This design comes from an exercise in tuning for small area and a short achievable clock period on the open sky130 flow, not from production work.
No run shown here included a check of the RTL's function; only the layout flow was run.
Power and IR drop assume default switching activity.

==> flow/design.v <==
module valu (
	input			i_w8,		 
	input			i_w16,
	input			i_w32,
	input			i_w64,
	input			i_inv,		 
	input			i_arith,	 
	input			i_sum,		 
	input			i_and,
	input			i_or,
	input			i_cmp,		 
	input			i_signed,	 
	input			i_shr,		 
	input			i_shl,		 
	input			i_sra,
	input	[63:0]	i_dataa,
	input	[63:0]	i_datab,
	output	[63:0]	o_result
);
	wire	[63:0]	a = i_dataa;
	wire	[63:0]	b = i_datab;
	genvar	i, c, k;
	wire	[7:0]	lsb8;
	generate for (c = 0; c < 8; c = c + 1) begin : g_lsb
		if (c == 0)			assign lsb8[c] = 1'b1;
		else if (c % 4 == 0)	assign lsb8[c] = i_w8 | i_w16 | i_w32;
		else if (c % 2 == 0)	assign lsb8[c] = i_w8 | i_w16;
		else					assign lsb8[c] = i_w8;
	end endgenerate
	wire	[63:0]	p = a ^ b;
	wire	[63:0]	g = a & b & {64{i_arith}};
	wire	[63:0]	pm, gm;
	generate for (i = 0; i < 64; i = i + 1) begin : g_pg
		if (i % 8 == 0) begin
			assign gm[i] = lsb8[i/8] ? (g[i] | (p[i] & i_inv)) : g[i];
			assign pm[i] = lsb8[i/8] ? 1'b0 : p[i];
		end else begin
			assign gm[i] = g[i];
			assign pm[i] = p[i];
		end
	end endgenerate
	wire	[63:0]	pg [0:6];
	wire	[63:0]	gg [0:6];
	assign	pg[0] = pm;
	assign	gg[0] = gm;
	generate for (k = 0; k < 6; k = k + 1) begin : g_pre
		for (i = 0; i < 64; i = i + 1) begin : g_b
			if ((i >> k) & 1) begin
				assign gg[k+1][i] = gg[k][i] | (pg[k][i] & gg[k][((i >> k) << k) - 1]);
				assign pg[k+1][i] = pg[k][i] & pg[k][((i >> k) << k) - 1];
			end else begin
				assign gg[k+1][i] = gg[k][i];
				assign pg[k+1][i] = pg[k][i];
			end
		end
	end endgenerate
	wire	[63:0]	co = gg[6];
	wire	[63:0]	cin;
	generate for (i = 0; i < 64; i = i + 1) begin : g_cin
		if (i == 0)				assign cin[i] = i_inv;
		else if (i % 8 == 0)	assign cin[i] = lsb8[i/8] ? i_inv : co[i-1];
		else					assign cin[i] = co[i-1];
	end endgenerate
	wire	[63:0]	sum = p ^ cin;
	wire	[7:0]	cmpv;
	generate for (c = 0; c < 8; c = c + 1) begin : g_cmpv
		assign cmpv[c] = (i_signed ? p[8*c+7] : 1'b1) ^ co[8*c+7];
	end endgenerate
	wire	[7:0]	cmpl;
	generate for (c = 0; c < 8; c = c + 1) begin : g_cmpl
		assign cmpl[c] =
			(i_w8 & cmpv[c]) |
			(i_w16 & cmpv[c | 1]) |
			(i_w32 & cmpv[c | 3]) |
			(i_w64 & cmpv[7]);
	end endgenerate
	wire	[7:0]	big8, big16, big32;
	wire			big64 = |b[63:6];
	generate for (c = 0; c < 8; c = c + 1) begin : g_big
		assign big8[c]  = |b[8*c+3 +: 5];
		assign big16[c] = |b[16*(c/2)+4 +: 12];
		assign big32[c] = |b[32*(c/4)+5 +: 27];
	end endgenerate
	wire	[7:0]	bigc;
	wire	[7:0]	sgn;
	generate for (c = 0; c < 8; c = c + 1) begin : g_bigc
		assign bigc[c] = (i_w8 & big8[c]) | (i_w16 & big16[c]) | (i_w32 & big32[c]) |
						 (i_w64 & big64);
		assign sgn[c]  = (i_w8 & a[8*c+7]) | (i_w16 & a[16*(c/2)+15]) |
						 (i_w32 & a[32*(c/4)+31]) | (i_w64 & a[63]);
	end endgenerate
	wire	[5:0]	amt [0:7];	 
	generate for (c = 0; c < 8; c = c + 1) begin : g_amt
		for (k = 0; k < 6; k = k + 1) begin : g_k
			assign amt[c][k] =
				(k < 3 ? (i_w8 & b[8*c+k]) : 1'b0) |
				(k < 4 ? (i_w16 & b[16*(c/2)+k]) : 1'b0) |
				(k < 5 ? (i_w32 & b[32*(c/4)+k]) : 1'b0) |
				(i_w64 & b[k]);
		end
	end endgenerate
	wire	[5:0]	sel [0:7];
	generate for (c = 0; c < 8; c = c + 1) begin : g_sel
		assign sel[c] = i_shl ? amt[7-c] : amt[c];
	end endgenerate
	wire	[63:0]	x [0:6];
	generate for (i = 0; i < 64; i = i + 1) begin : g_x0
		assign x[0][i] = i_shl ? a[63-i] : a[i];
	end endgenerate
	wire	[7:0]	fill = sgn & {8{i_sra}};
	generate for (k = 0; k < 6; k = k + 1) begin : g_sh
		for (i = 0; i < 64; i = i + 1) begin : g_b
			wire	src;
			wire	crs =
				(((i % 8) + (1 << k) >= 8) & (k < 3) & i_w8) |
				(((i % 16) + (1 << k) >= 16) & (k < 4) & i_w16) |
				(((i % 32) + (1 << k) >= 32) & (k < 5) & i_w32) |
				((i + (1 << k) >= 64) & i_w64);
			if (i + (1 << k) >= 64)
				assign src = fill[i/8];
			else
				assign src = crs ? fill[i/8] : x[k][i + (1 << k)];
			assign x[k+1][i] = sel[i/8][k] ? src : x[k][i];
		end
	end endgenerate
	wire	[63:0]	shr = x[6];
	generate for (i = 0; i < 64; i = i + 1) begin : g_res
		wire	cmpbit = (i % 8 == 0) ? (lsb8[i/8] & cmpl[i/8]) : 1'b0;
		assign o_result[i] =
			(i_sum & sum[i]) |
			(i_and & a[i] & b[i]) |
			(i_or & (a[i] | b[i])) |
			(i_cmp & cmpbit) |
			(i_shr & ~bigc[i/8] & shr[i]) |
			(i_shr & bigc[i/8] & fill[i/8]) |
			(i_shl & ~bigc[i/8] & shr[63-i]);
	end endgenerate
endmodule
module valu_top #(
	parameter	VLEN	=	64
) (
	input				clk,
	input	[10:0]		i_sew,
	input	[5:0]		i_ctrl,
	input	[VLEN-1:0]	i_dataa,
	input	[VLEN-1:0]	i_datab,
	output	[VLEN-1:0]	o_result
);
	localparam	VAND	=	6'b000100,
				VOR		=	6'b000101,
				VXOR	=	6'b000110,
				VADD	=	6'b000000,
				VSUB	=	6'b000001,
				VSLT	=	6'b000010,
				VSLTU	=	6'b000011,
				VSLL	=	6'b011000,
				VSRL	=	6'b011001,
				VSRA	=	6'b011010;
	wire	w8	=	(i_sew == 11'h008);
	wire	w16	=	(i_sew == 11'h010);
	wire	w32	=	(i_sew == 11'h020);
	wire	w64	=	(i_sew == 11'h040);
	wire	wok	=	w8 | w16 | w32 | w64;
	wire	d_and	=	wok & (i_ctrl == VAND);
	wire	d_or	=	wok & (i_ctrl == VOR);
	wire	d_xor	=	wok & (i_ctrl == VXOR);
	wire	d_add	=	wok & (i_ctrl == VADD);
	wire	d_sub	=	wok & (i_ctrl == VSUB);
	wire	d_slt	=	wok & (i_ctrl == VSLT);
	wire	d_sltu	=	wok & (i_ctrl == VSLTU);
	wire	d_sll	=	wok & (i_ctrl == VSLL);
	wire	d_srl	=	wok & (i_ctrl == VSRL);
	wire	d_sra	=	wok & (i_ctrl == VSRA);
	wire	d_pass	=	~(d_and | d_or | d_xor | d_add | d_sub | d_slt | d_sltu |
						  d_sll | d_srl | d_sra);
	wire	d_inv	=	d_sub | d_slt | d_sltu;
	reg		[VLEN-1:0]	r_dataa, r_datab;
	reg					r_w8, r_w16, r_w32, r_w64;
	reg					r_inv, r_arith, r_sum, r_and, r_or, r_cmp, r_signed;
	reg					r_shr, r_shl, r_sra;
	reg		[VLEN-1:0]	r_result;
	wire	[VLEN-1:0]	w_result;
	always @(posedge clk) begin
		r_dataa		<=	i_dataa;
		r_datab		<=	d_pass ? {VLEN{1'b0}} : (i_datab ^ {VLEN{d_inv}});
		r_w8		<=	w8;
		r_w16		<=	w16;
		r_w32		<=	w32;
		r_w64		<=	w64;
		r_inv		<=	d_inv;
		r_arith		<=	d_add | d_sub | d_slt | d_sltu;
		r_sum		<=	d_add | d_sub | d_xor | d_pass;
		r_and		<=	d_and;
		r_or		<=	d_or;
		r_cmp		<=	d_slt | d_sltu;
		r_signed	<=	d_slt;
		r_shr		<=	d_srl | d_sra;
		r_shl		<=	d_sll;
		r_sra		<=	d_sra;
		r_result	<=	w_result;
	end
	valu valu (
		.i_w8		(r_w8),
		.i_w16		(r_w16),
		.i_w32		(r_w32),
		.i_w64		(r_w64),
		.i_inv		(r_inv),
		.i_arith	(r_arith),
		.i_sum		(r_sum),
		.i_and		(r_and),
		.i_or		(r_or),
		.i_cmp		(r_cmp),
		.i_signed	(r_signed),
		.i_shr		(r_shr),
		.i_shl		(r_shl),
		.i_sra		(r_sra),
		.i_dataa	(r_dataa),
		.i_datab	(r_datab),
		.o_result	(w_result)
	);
	assign	o_result	=	r_result;
endmodule
==> flow/run.sh <==
#!/bin/bash
# synth_recipe.tcl (not shown) runs the flow's synth.tcl, then flattens the netlist and writes it again
# the make line also repeats each setting of config.mk as NAME=value (left out here)
make -C /OpenROAD-flow-scripts/flow DESIGN_CONFIG=/design/flow/config.mk WORK_HOME=/design/flow/orfs CLKGATE_MAP_FILE= SYNTH_SCRIPT=/design/flow/synth_recipe.tcl finish
==> flow/config.mk <==
export PLATFORM = sky130hd
export DESIGN_NAME = valu_top
export DESIGN_NICKNAME = valu_top
export VERILOG_FILES = /design/flow/design.v
export SDC_FILE = /design/flow/constraint.sdc
export NUM_CORES = 8
export LEC_CHECK = 0
export CAP_MARGIN = 40
export CORE_MARGIN = 2
export CORE_UTILIZATION = 20
export PLACE_DENSITY = 0.3
export SLEW_MARGIN = 40
==> flow/constraint.sdc <==
create_clock -name core_clock -period 9.0 [get_ports {clk}]
set_input_delay 1.8000 -clock core_clock [delete_from_list [all_inputs] [get_ports {clk}]]
set_output_delay 1.8000 -clock core_clock [all_outputs]
set_load 0.01 [all_outputs]
==> impl_metrics.env, run 1 <==
export IMPL_max_cap_violations=0
export IMPL_grt_pass1_vias=25500
export IMPL_pin_count=210
export IMPL_grt_antenna_before_repair=21
export IMPL_place_ws_ps=3260
export IMPL_reg2reg_to="r_result[5]"
export IMPL_powerDensity_nw_per_um2=99.2
export IMPL_cp_arrival_ps=6160
export IMPL_cts_sinks=206
export IMPL_ys_seq_area_share_pct=19.0
export IMPL_report_final_slew_viol_count=0
export IMPL_overflow=0
export IMPL_finClkSkew_ps=34.8
export IMPL_fmax_mhz=176
export IMPL_crit_type="reg -> reg"
export IMPL_synth_edf_count=0
export IMPL_finalHoldViolations=0
export IMPL_clock_latency_ps=640
export IMPL_power_leakage_nw=10.1
export IMPL_vias=26900
export IMPL_start_util_pct=20.2
export IMPL_crit_start="r_shl"
export IMPL_hold_buffers=0
export IMPL_filler_cell_count=11900
export IMPL_synth_avg_cell_area_um2=7.26
export IMPL_dieArea_um2=111000
export IMPL_post_cts_buffers=0
export IMPL_dr_pass1_iters=8
export IMPL_cts_buffer_depth=3
export IMPL_met3_length_mm=16.0
export IMPL_top_layer="met5"
export IMPL_synth_nets=3267
export IMPL_worst_slack_ps=3320
export IMPL_syn2layout_area_growth_pct=22.7
export IMPL_postSynth_asyncResetShare_pct=0
export IMPL_grt_pass1_wl_mm=226
export IMPL_yosys_warnings=2
export IMPL_ir_drop_v=0.000132
export IMPL_die_h_um=333
export IMPL_fin_nets=3401
export IMPL_finish_utilization_pct=24.8
export IMPL_final_area_um2=26600
export IMPL_synthCells=2989
export IMPL_start_kind="flop"
export IMPL_wl_mm=168
export IMPL_reg2reg_slack_ps=3320
export IMPL_critPathRequiredTime_ps=9480
export IMPL_mostFrequentLayoutCell="nand2_1"
export IMPL_netlist_area_um2=21700
export IMPL_worstSetupEndpoint="r_result[5]"
export IMPL_rr_startpoint="r_shl"
export IMPL_hold_path_class="reg -> reg"
export IMPL_multi_input_area_um2=16400
export IMPL_cts_resized=0
export IMPL_finalWeightedCongestion=1.02
export IMPL_yosysUniqueCellTypes=109
export IMPL_dpl_hpwl_mm=138
export IMPL_finalSetupViolCount=0
export IMPL_cp_max_fo=52
export IMPL_synth_flop_cell="dfxtp_1"
export IMPL_cp_end_kind="flop"
export IMPL_drt_met1_wl_mm=78.8
export IMPL_ys_seq_elements=206
export IMPL_vias_per_cell=5.91
export IMPL_drc=0
export IMPL_dpl_cell_area_um2=25600
export IMPL_slew_headroom_pct=32.7
export IMPL_finalNonFillerCells=4551
export IMPL_cts_inserted_buffers=28
export IMPL_setup_tns_ps=0
export IMPL_core_um2=107000
export IMPL_status="timing/DRC/antenna clean"
export IMPL_register_area_um2=4150
export IMPL_drt_iter0_markers=3575
export IMPL_clkTransAtPathRegs_ps=60
export IMPL_fin_crit_sh_pct=63.1
export IMPL_reg_largest_list="r_dataa: 64 flops, r_datab: 64 flops, r_result: 64 flops"
export IMPL_wl_met2_mm=68.0
export IMPL_cts_tree="yes"
export IMPL_cts_root_buf="clkbuf_16"
export IMPL_drtAntennaViolNets=0
export IMPL_rows=120
export IMPL_grt_max_degree=65
export IMPL_layout_common_cells="272 x nand2_1, 238 x nor2_1, 218 x o21ai_0, 209 x clkdlybuf4s50_1, 200 x a21oi_1"
export IMPL_drive_gt1_share_pct=9.13
export IMPL_tightest_slew_ps=1010
export IMPL_rr_worst_depth=11
export IMPL_wl_per_cell_um=36.9
export IMPL_grt_setup_unrepaired="false"
export IMPL_htreeDepth=1
export IMPL_fin_crit_ps=5680
export IMPL_numPlacedInstances=4495
export IMPL_die_x_um=333
export IMPL_grtUsageTotal_pct=29.1
export IMPL_numPortBuffers=209
-- worst max-delay path: stages (launching register included) --
cell and delay [ps]:
dfxtp_4 670, clkinv_2 760, buf_12 480, nor3_2 470
nor2_2 270, mux4_2 450, a211o_1 450, o311ai_1 740
nor3_1 90, a211o_1 420, mux2i_1 470, o21ai_0 210
-- how the worst min path moves through the flow --
stage                     start            to  slack, ps  cells after the start
detailed placement  r_datab[28]  r_result[28]        670                      2
CTS                 r_datab[28]  r_result[28]        680                      2
global route        r_datab[28]  r_result[28]        760                      2
global placement    r_datab[28]  r_result[28]        670                      2
floorplan           r_datab[38]  r_result[38]        530                      2
finish              r_datab[28]  r_result[28]        660                      2
-- where the power goes --
part | total, mW | switching (mW) | internal, mW
Combinational | 0.503 | 0.303 | 0.199
Clock | 1.14 | 0.479 | 0.664
Sequential | 0.994 | 0.0507 | 0.943
-- metrics by stage --
step / hold WS (ps) / power, mW
final: 664 / 2.64
after detailed placement: 668 / 1.50
after CTS: 681 / 2.67
after global routing: 757 / 2.74
after global placement: 667 / 1.50
after floorplan: 534 / 1.20
-- final cells by class --
cell class / instances / area share [%]
clock inverter: 8 / 0.296
antenna: 5 / 0.0470
sequential: 206 / 15.6
inverter: 159 / 2.25
tap: 1403 / 6.60
clock buffer: 42 / 3.25
timing repair buffer: 293 / 10.3
multi-input combinational: 2435 / 61.7
-- synthesized netlist by cell type (22+ instances only) --
master     count  area (um^2)
a221oi_1      28          245
dfxtp_1      206         4120
a21o_1        32          240
o221ai_1      23          201
and3_1        22          138
nand2b_1      24          150
xor2_1        75          657
a31oi_1       42          263
nor2_1       245          920
nor3_1        84          420
or3_1         23          144
inv_1        157          589
nand2_1      272         1020
nand4_1       25          156
o211ai_1      72          541
a21oi_1      202         1010
xnor2_1       33          289
a22oi_1       31          233
o22ai_1       22          138
nand3_1      183          916
a211oi_1      61          458
mux2i_1       69          691
buf_1         24         90.1
buf_2         38          190
o2111ai_1     22          193
and2_1        38          238
ha_1         132         1650
clkbuf_1     115          432
o21a_1        23          173
o21ai_0      223         1120
-- logic make-up (layout without fill, tap and decap cells) --
family | after synthesis | count (layout) | synth area share [%]
xor+xnor | 108 | 108 | 4.36
other cells | 0 | 5 | 0
fa+ha+maj | 132 | 132 | 7.62
flops | 206 | 206 | 19.0
buf+inv | 348 | 502 | 6.52
mux | 101 | 101 | 5.42
simple gates | 1015 | 1015 | 22.3
compound gates | 1079 | 1079 | 34.8
-- metal layers --
layer  vias to the layer above  GRT usage (%)
li1                      11500              -
met1                     13600           43.1
met2                      1530           42.0
met3                       238           6.06
met4                        12           7.78
met5                         -              0
==> inputs of run 2 (changes only) <==
--- a/flow/config.mk
+++ b/flow/config.mk
@@ -6,7 +6,9 @@
 export NUM_CORES = 8
 export LEC_CHECK = 0
+export ABC_AREA = 1
 export CAP_MARGIN = 40
 export CORE_MARGIN = 2
-export CORE_UTILIZATION = 20
-export PLACE_DENSITY = 0.3
+export CORE_UTILIZATION = 50
+export PLACE_DENSITY = 0.6
+export SETUP_SLACK_MARGIN = 3
 export SLEW_MARGIN = 40
==> run 2 against run 1 <==
Compared with the run above:
- sequential share of layout area up 2.2 points
- still clean
- die area down 62%
- combinational power down 22%
- largest power group unchanged
- register-to-register slack better by 1200 ps
- power down 11%
==> impl_metrics.env, run 2 <==
export IMPL_status="timing/DRC/antenna clean"
export IMPL_dpl_hpwl_mm=79.4
export IMPL_start_kind="flop"
export IMPL_cts_sinks=206
export IMPL_finalHoldViolations=0
export IMPL_synth_area_leaders="nand2_1 23%, dfxtp_1 20%, nand3_1 15%, ha_1 8.2%, inv_1 7.6%"
export IMPL_synth_top_area_share_pct=23.2
export IMPL_reg2reg_to="r_result[32]"
export IMPL_synth_nets=3831
export IMPL_cts_buffer_depth=3
export IMPL_yosysTopAreaCell="nand2_1"
export IMPL_max_cap_violations=0
export IMPL_ys_seq_area_share_pct=20.5
export IMPL_synth_compound_area_share_pct=12.6
export IMPL_cts_tree="yes"
export IMPL_clkTransAtPathRegs_ps=60
export IMPL_clock_latency_ps=550
export IMPL_dieArea_um2=41900
export IMPL_muxShareOfSynthArea_pct=0
export IMPL_yosys_warnings=2
export IMPL_syn2layout_area_growth_pct=15.2
export IMPL_cpPeakStageDelay_ps=660
export IMPL_synth_simple_area_share_pct=47.4
export IMPL_drt_iter0_markers=3511
export IMPL_synth_most_common_cell="nand2_1"
export IMPL_core_um2=39700
export IMPL_synth_common_cells="1246 x nand2_1, 599 x nand3_1, 407 x inv_1, 214 x nor2_1, 206 x dfxtp_1"
export IMPL_cp_max_fo=17
export IMPL_power_leakage_nw=11.9
export IMPL_wl_per_cell_um=23.4
export IMPL_mostFrequentLayoutCell="nand2_1"
export IMPL_fin_crit_sh_pct=50.4
export IMPL_ir_drop_v=0.000159
export IMPL_cts_resized=0
export IMPL_vias_per_cell=6.11
export IMPL_cp_end_kind="flop"
export IMPL_finish_utilization_pct=58.4
export IMPL_synth_fa_ha_area_share_pct=8.20
export IMPL_path_buf_inv=1
export IMPL_drive_gt1_share_pct=4.04
export IMPL_die_x_um=205
export IMPL_crit_start="r_datab[0]"
export IMPL_timing_hold_ws_ps=636
export IMPL_drtAntennaViolNets=0
export IMPL_fin_crit_ps=4530
export IMPL_netlist_area_um2=20100
export IMPL_hold_buffers=0
export IMPL_finalWeightedCongestion=1.10
export IMPL_grtUsageTotal_pct=45.6
export IMPL_htreeDepth=1
export IMPL_tightest_slew_ps=913
export IMPL_report_final_slew_viol_count=0
export IMPL_synth_edf_count=0
export IMPL_cp_slowest_cell="dfxtp_1"
export IMPL_grt_pass1_wl_mm=144
export IMPL_rr_startpoint="r_datab[0]"
export IMPL_reg2reg_slack_ps=4470
export IMPL_synth_avg_cell_area_um2=5.67
export IMPL_ys_seq_elements=206
export IMPL_slew_headroom_pct=38.5
export IMPL_synth_flop_cell="dfxtp_1"
export IMPL_fmax_mhz=221
export IMPL_die_h_um=205
export IMPL_grt_max_degree=66
export IMPL_reg_largest_list="r_dataa: 64 flops, r_datab: 64 flops, r_result: 64 flops"
export IMPL_powerDensity_nw_per_um2=101
export IMPL_vias=25800
export IMPL_finClkSkew_ps=25.1
export IMPL_post_cts_buffers=0
export IMPL_grt_antenna_before_repair=3
export IMPL_layout_common_cells="1245 x nand2_1, 599 x nand3_1, 405 x inv_1, 213 x nor2_1, 209 x clkdlybuf4s50_1"
export IMPL_critPathRequiredTime_ps=9400
export IMPL_cts_inserted_buffers=22
export IMPL_numPortBuffers=209
export IMPL_rows=73
export IMPL_hold_path_class="reg -> reg"
export IMPL_cp_arrival_ps=4930
export IMPL_cp_common_cell="nand2_1"
export IMPL_worstSetupEndpoint="r_result[32]"
export IMPL_cts_root_buf="clkbuf_16"
export IMPL_pin_count=210
export IMPL_postSynth_asyncResetShare_pct=0
export IMPL_rr_worst_depth=20
export IMPL_overflow=0
export IMPL_fin_nets=3952
export IMPL_filler_cell_count=3896
export IMPL_grt_setup_unrepaired="false"
export IMPL_synth_top_family_by_area="simple AND/OR/NAND/NOR gates"
export IMPL_finalSetupViolCount=0
export IMPL_start_util_pct=50.7
export IMPL_path_depth=20
export IMPL_hp_start="r_dataa[20]"
export IMPL_wl_mm=98.9
export IMPL_crit_chain="inv_1 -> ha_1 -> ha_1 -> a21o_1 -> ha_1 -> a21o_1 -> nand2_1 -> nand2_1 -> nand2_1 -> nand2_1 -> nand2_1 -> nand3_2 -> nand2_1 -> nand3_2 -> nand2_1 -> nand4_1 -> nand3_1 -> nand3_1 -> nand2_1 -> nand3_1"
export IMPL_synthCells=3553
export IMPL_synth_xor_area_share_pct=0.0869
export IMPL_yosysUniqueCellTypes=56
export IMPL_dr_pass1_iters=8
export IMPL_grt_pass1_vias=23500
export IMPL_setup_tns_ps=0
export IMPL_cp_top_family="simple AND/OR/NAND/NOR gates"
export IMPL_crit_type="reg -> reg"
export IMPL_drc=0
## run 2: kinds of logic (layout without fill, tap and decap cells)
group	count (synthesis)	count (layout)
flops	206	206
simple gates	2221	2221
other cells	0	3
buf+inv	561	698
fa+ha+maj	132	132
xor+xnor	2	2
compound gates	431	431
## run 2: worst min-delay path by stage
stage / slack (ps) / endpoint / cells after the start
2_1_floorplan: 440 / r_result[0] / 2
3_3_place_gp: 600 / r_result[20] / 2
3_5_place_dp: 600 / r_result[20] / 2
4_1_cts: 630 / r_result[20] / 2
5_1_grt: 660 / r_result[20] / 2
6_report: 640 / r_result[20] / 2
## run 2: per-layer routing
metal / share of wire (%) / vias up / GRT usage, %
met5: 0.010 / - / 0
met3: 11 / 435 / 10.0
met2: 43 / 1807 / 72.4
met1: 37 / 11700 / 55.0
met4: 8.4 / 2 / 31.4
li1: - / 11800 / -
## run 2: worst register-to-register path: stages (launching register included)
cell and delay (ps):
dfxtp_1 660, inv_1 100, ha_1 300, ha_1 190, a21o_1 150, ha_1 170, a21o_1 170, nand2_1 60
nand2_1 140, nand2_1 100, nand2_1 120, nand2_1 110, nand3_2 260, nand2_1 180, nand3_2 470, nand2_1 250
nand4_1 270, nand3_1 240, nand3_1 110, nand2_1 200, nand3_1 130
## run 2: final cells by class
cell class	instances	area (um^2)	area share, %
clock inverters	11	155	0.669
inverters	433	1640	7.07
multi-input cells	2786	13800	59.4
well taps	525	657	2.83
repair buffers	225	2210	9.53
flip-flops and latches	206	4130	17.8
clock buffers	29	617	2.66
diodes	3	7.51	0.0324
## run 2: stage by stage
stage	std cells	instance area (um^2)	power (mW)	worst slack (ps)
finish	4218	23200	2.34	4470
global route	4215	23200	2.40	4260
CTS	4215	23200	2.33	4740
detailed placement	4175	22400	1.37	4380
global placement	4175	22400	1.36	4660
floorplan	3553	20100	1.17	5480
## run 2: where the power goes
part | switching [mW] | internal [mW]
registers | 0.0303 | 0.943
logic | 0.228 | 0.162
clock network | 0.406 | 0.574
==> inputs of run 3 (changes only) <==
--- a/flow/config.mk
+++ b/flow/config.mk
@@ -11,4 +11,4 @@
 export CORE_UTILIZATION = 50
 export PLACE_DENSITY = 0.6
-export SETUP_SLACK_MARGIN = 3
+export SETUP_SLACK_MARGIN = 5
 export SLEW_MARGIN = 40
==> run 3 against run 2 <==
Compared with the run above:
- die area is the same
- sequential cell count is the same
- global-route usage grew 0.061 points
- critical path depth grew 2
- via count grew 0.57%
- sequential share of layout area shrank 0.095 points
- non-clock buffer count grew 9
- utilization grew 0.37 points
- synthesized cell count is the same
- critical path type unchanged
==> impl_metrics.env, run 3 <==
export IMPL_worst_slack_ps=5130
export IMPL_slew_headroom_pct=37.4
export IMPL_dpl_cell_area_um2=22400
export IMPL_fin_nets=3961
export IMPL_cts_inserted_buffers=22
export IMPL_cp_arrival_ps=4330
export IMPL_vias_per_cell=6.13
export IMPL_status="timing/DRC/antenna clean"
export IMPL_fin_crit_sh_pct=43.0
export IMPL_powerDensity_nw_per_um2=100
export IMPL_cts_buffer_depth=3
export IMPL_die_x_um=205
export IMPL_reg_largest_list="r_dataa: 64 flops, r_datab: 64 flops, r_result: 64 flops"
export IMPL_mostFrequentLayoutCell="nand2_1"
export IMPL_cp_top_family="simple AND/OR/NAND/NOR gates"
export IMPL_place_ws_ps=4380
export IMPL_pin_count=210
export IMPL_final_area_um2=23300
export IMPL_combPwrFrac_pct=16.6
export IMPL_ys_seq_elements=206
export IMPL_postSynth_asyncResetShare_pct=0
export IMPL_numPortBuffers=209
export IMPL_synth_avg_cell_area_um2=5.67
export IMPL_yosysUniqueCellTypes=56
export IMPL_crit_chain="inv_1 -> ha_1 -> ha_1 -> a21o_1 -> ha_1 -> a21o_1 -> nand2_1 -> nand2_1 -> nand2_1 -> nand2_1 -> nand2_1 -> nand3_4 -> nand2_1 -> nand3_4 -> buf_4 -> nand2_2 -> nand2_4 -> o21ai_0 -> nand3_1 -> nand3_1 -> nand2_1 -> nand3_1"
export IMPL_drive_gt1_share_pct=4.38
export IMPL_grt_max_degree=66
export IMPL_crit_type="reg -> reg"
export IMPL_cp_common_cell="nand2_1"
export IMPL_layout_common_cells="1245 x nand2_1, 598 x nand3_1, 405 x inv_1, 213 x nor2_1, 209 x clkdlybuf4s50_1"
export IMPL_syn2layout_area_growth_pct=15.9
export IMPL_yosysTopAreaCell="nand2_1"
export IMPL_start_kind="flop"
export IMPL_grt_pass1_wl_mm=144
export IMPL_critPathRequiredTime_ps=9460
export IMPL_netlist_area_um2=20100
export IMPL_drc=0
export IMPL_synth_flop_cell="dfxtp_1"
export IMPL_filler_cell_count=3877
export IMPL_tightest_slew_ps=930
export IMPL_yosys_warnings=2
export IMPL_finalNonFillerCells=4226
export IMPL_cp_slowest_cell="dfxtp_1"
export IMPL_dr_pass1_iters=10
export IMPL_cp_max_fo=13
export IMPL_wl_mm=99.6
export IMPL_hold_path_class="reg -> reg"
export IMPL_start_util_pct=50.7
export IMPL_core_um2=39700
export IMPL_drt_iter0_markers=3423
export IMPL_synth_common_cells="1246 x nand2_1, 599 x nand3_1, 407 x inv_1, 214 x nor2_1, 206 x dfxtp_1"
export IMPL_hold_buffers=0
export IMPL_grtUsageTotal_pct=45.7
export IMPL_cts_tree="yes"
export IMPL_synth_area_leaders="nand2_1 23%, dfxtp_1 20%, nand3_1 15%, ha_1 8.2%, inv_1 7.6%"
export IMPL_cp_end_kind="flop"
export IMPL_die_h_um=205
export IMPL_synth_edf_count=0
export IMPL_dpl_hpwl_mm=79.4
export IMPL_grt_setup_unrepaired="false"
export IMPL_ir_drop_v=0.000159
export IMPL_synth_nets=3831
export IMPL_timing_hold_ws_ps=645
export IMPL_clkTransAtPathRegs_ps=70
export IMPL_vias=25900
export IMPL_cts_root_buf="clkbuf_16"
export IMPL_synth_most_common_cell="nand2_1"
export IMPL_grt_antenna_before_repair=2
export IMPL_rows=73
export IMPL_overflow=0
export IMPL_finClkSkew_ps=27.5
export IMPL_wl_per_cell_um=23.6
export IMPL_fin_crit_ps=3870
export IMPL_drtAntennaViolNets=0
export IMPL_cts_sinks=206
export IMPL_p_int_mw=1.68
export IMPL_power_share_switching_pct=28.5
export IMPL_seq_power_share_pct=41.5
export IMPL_finalHoldViolations=0
export IMPL_power_leakage_nw=12.0
export IMPL_synthCells=3553
export IMPL_fmax_mhz=259
export IMPL_htreeDepth=1
export IMPL_clock_power_share_pct=41.9
export IMPL_synth_top_area_share_pct=23.2
export IMPL_setup_tns_ps=0
export IMPL_cpPeakStageDelay_ps=450
export IMPL_dieArea_um2=41900
export IMPL_max_cap_violations=0
export IMPL_grt_pass1_vias=23500
export IMPL_finalSetupViolCount=0
export IMPL_clock_latency_ps=550
export IMPL_finalWeightedCongestion=1.10
export IMPL_path_buf_inv=2
export IMPL_numPlacedInstances=4175
export IMPL_report_final_slew_viol_count=0
export IMPL_ys_seq_area_share_pct=20.5
export IMPL_p_sw_mw=0.667
run 3: worst paths after layout:
| kind | from | to | slack, ps | depth (start not counted) |
|---|---|---|---|---|
| hold / removal | r_dataa[20] | r_result[20] | 640 | 2 |
| hold reg to reg | r_dataa[20] | r_result[20] | 640 | 2 |
| setup reg to reg | r_dataa[0] | r_result[32] | 5130 | 22 |
| setup / recovery | r_dataa[0] | r_result[32] | 5130 | 22 |
run 3: metrics by stage:
stage	power, mW	utilization (%)
2_1_floorplan	1.17	-
3_3_place_gp	1.36	56.4
3_5_place_dp	1.37	56.4
4_1_cts	2.33	58.4
5_1_grt	2.41	58.8
6_report	2.35	58.8
run 3: layer usage:
layer / share of wire, % / routed length (um) / vias up / GRT usage [%]
met5: 0.010 / 10 / - / 0
met4: 8.6 / 8560 / 2 / 31.6
met3: 11 / 11400 / 464 / 9.70
met2: 43 / 42900 / 1817 / 72.3
met1: 37 / 36700 / 11800 / 55.3
li1: - / - / 11800 / -
run 3: logic make-up (layout without fill, tap and decap cells):
kind of cell	Yosys count	in the layout	share of synthesized area, %
AOI/OAI and AO/OA	431	431	12.6
xor gates and xnor gates	2	2	0.0870
adders and majority gates	132	132	8.20
buffers and inverters	561	707	11.2
DFF	206	206	20.5
other	0	2	0
and+or+nand+nor	2221	2221	47.4
run 3: final cells by class:
class,count,area (um^2),area share [%]
antenna,2,5.00,0.0214
multi-input combinational,2786,13800,59.2
inverter,433,1640,7.04
clock inverter,11,155,0.664
tap,525,657,2.81
sequential,206,4130,17.7
clock buffer,29,617,2.64
timing repair buffer,234,2320,9.95
run 3: tightest hold or removal path: stages (launching register included):
cell and delay, ps:
dfxtp_1 400, a31oi_1 110, nand3_1 100
run 3: power groups by stage:
stage | logic, mW | clock network, mW | registers (mW)
2_1_floorplan | 0.178 | 0 | 0.987
3_3_place_gp | 0.368 | 0 | 0.990
3_5_place_dp | 0.375 | 0 | 0.991
4_1_cts | 0.379 | 0.984 | 0.971
5_1_grt | 0.418 | 1.01 | 0.974
6_report | 0.390 | 0.982 | 0.972
run 3: what timing repair did:
item / 4_1_cts / 5_1_grt
resized for setup: 4 / 15
pin swaps: 0 / 1
endpoints found under the setup margin: 94 / 128
buffers inserted: 0 / 9

==> separate check: timing with driven ports <==
Ports are ideal in the flow. The routed layouts listed here were re-timed in OpenROAD. Step 1 (the two cells are an assumption about what drives the block):
set clk [get_ports {clk}]
set_driving_cell -lib_cell sky130_fd_sc_hd__clkbuf_16 $clk
set_driving_cell -lib_cell sky130_fd_sc_hd__buf_2 [delete_from_list [all_inputs] $clk]
Step 2 adds t to the input delays and takes it off the output delays; t is the mean of the earliest and latest rising clock arrival at the registers after step 1. Input paths then give back, and output paths get back, about the clock's delay inside the block. a / b / c = ideal ports / drivers / drivers and shift; a / b = the first two.
run	t, ns	setup slack, ns	worst setup path after step 2	worst register clock-pin slew, ns	worst data-port slew with drivers (ns)
run 1	0.683	3.318 / 3.318 / 3.318	register to register	0.07 / 0.07	0.08
run 2	0.596	4.468 / 4.468 / 4.294	input to register	0.07 / 0.07	0.07
run 3	0.597	5.132 / 5.132 / 4.687	input to register	0.07 / 0.07	0.07
After both steps every run listed still meets setup and hold. For run 3, which loses most, drivers alone change the setup slack by 0.000 ns; drivers and shift together by -0.445 ns.
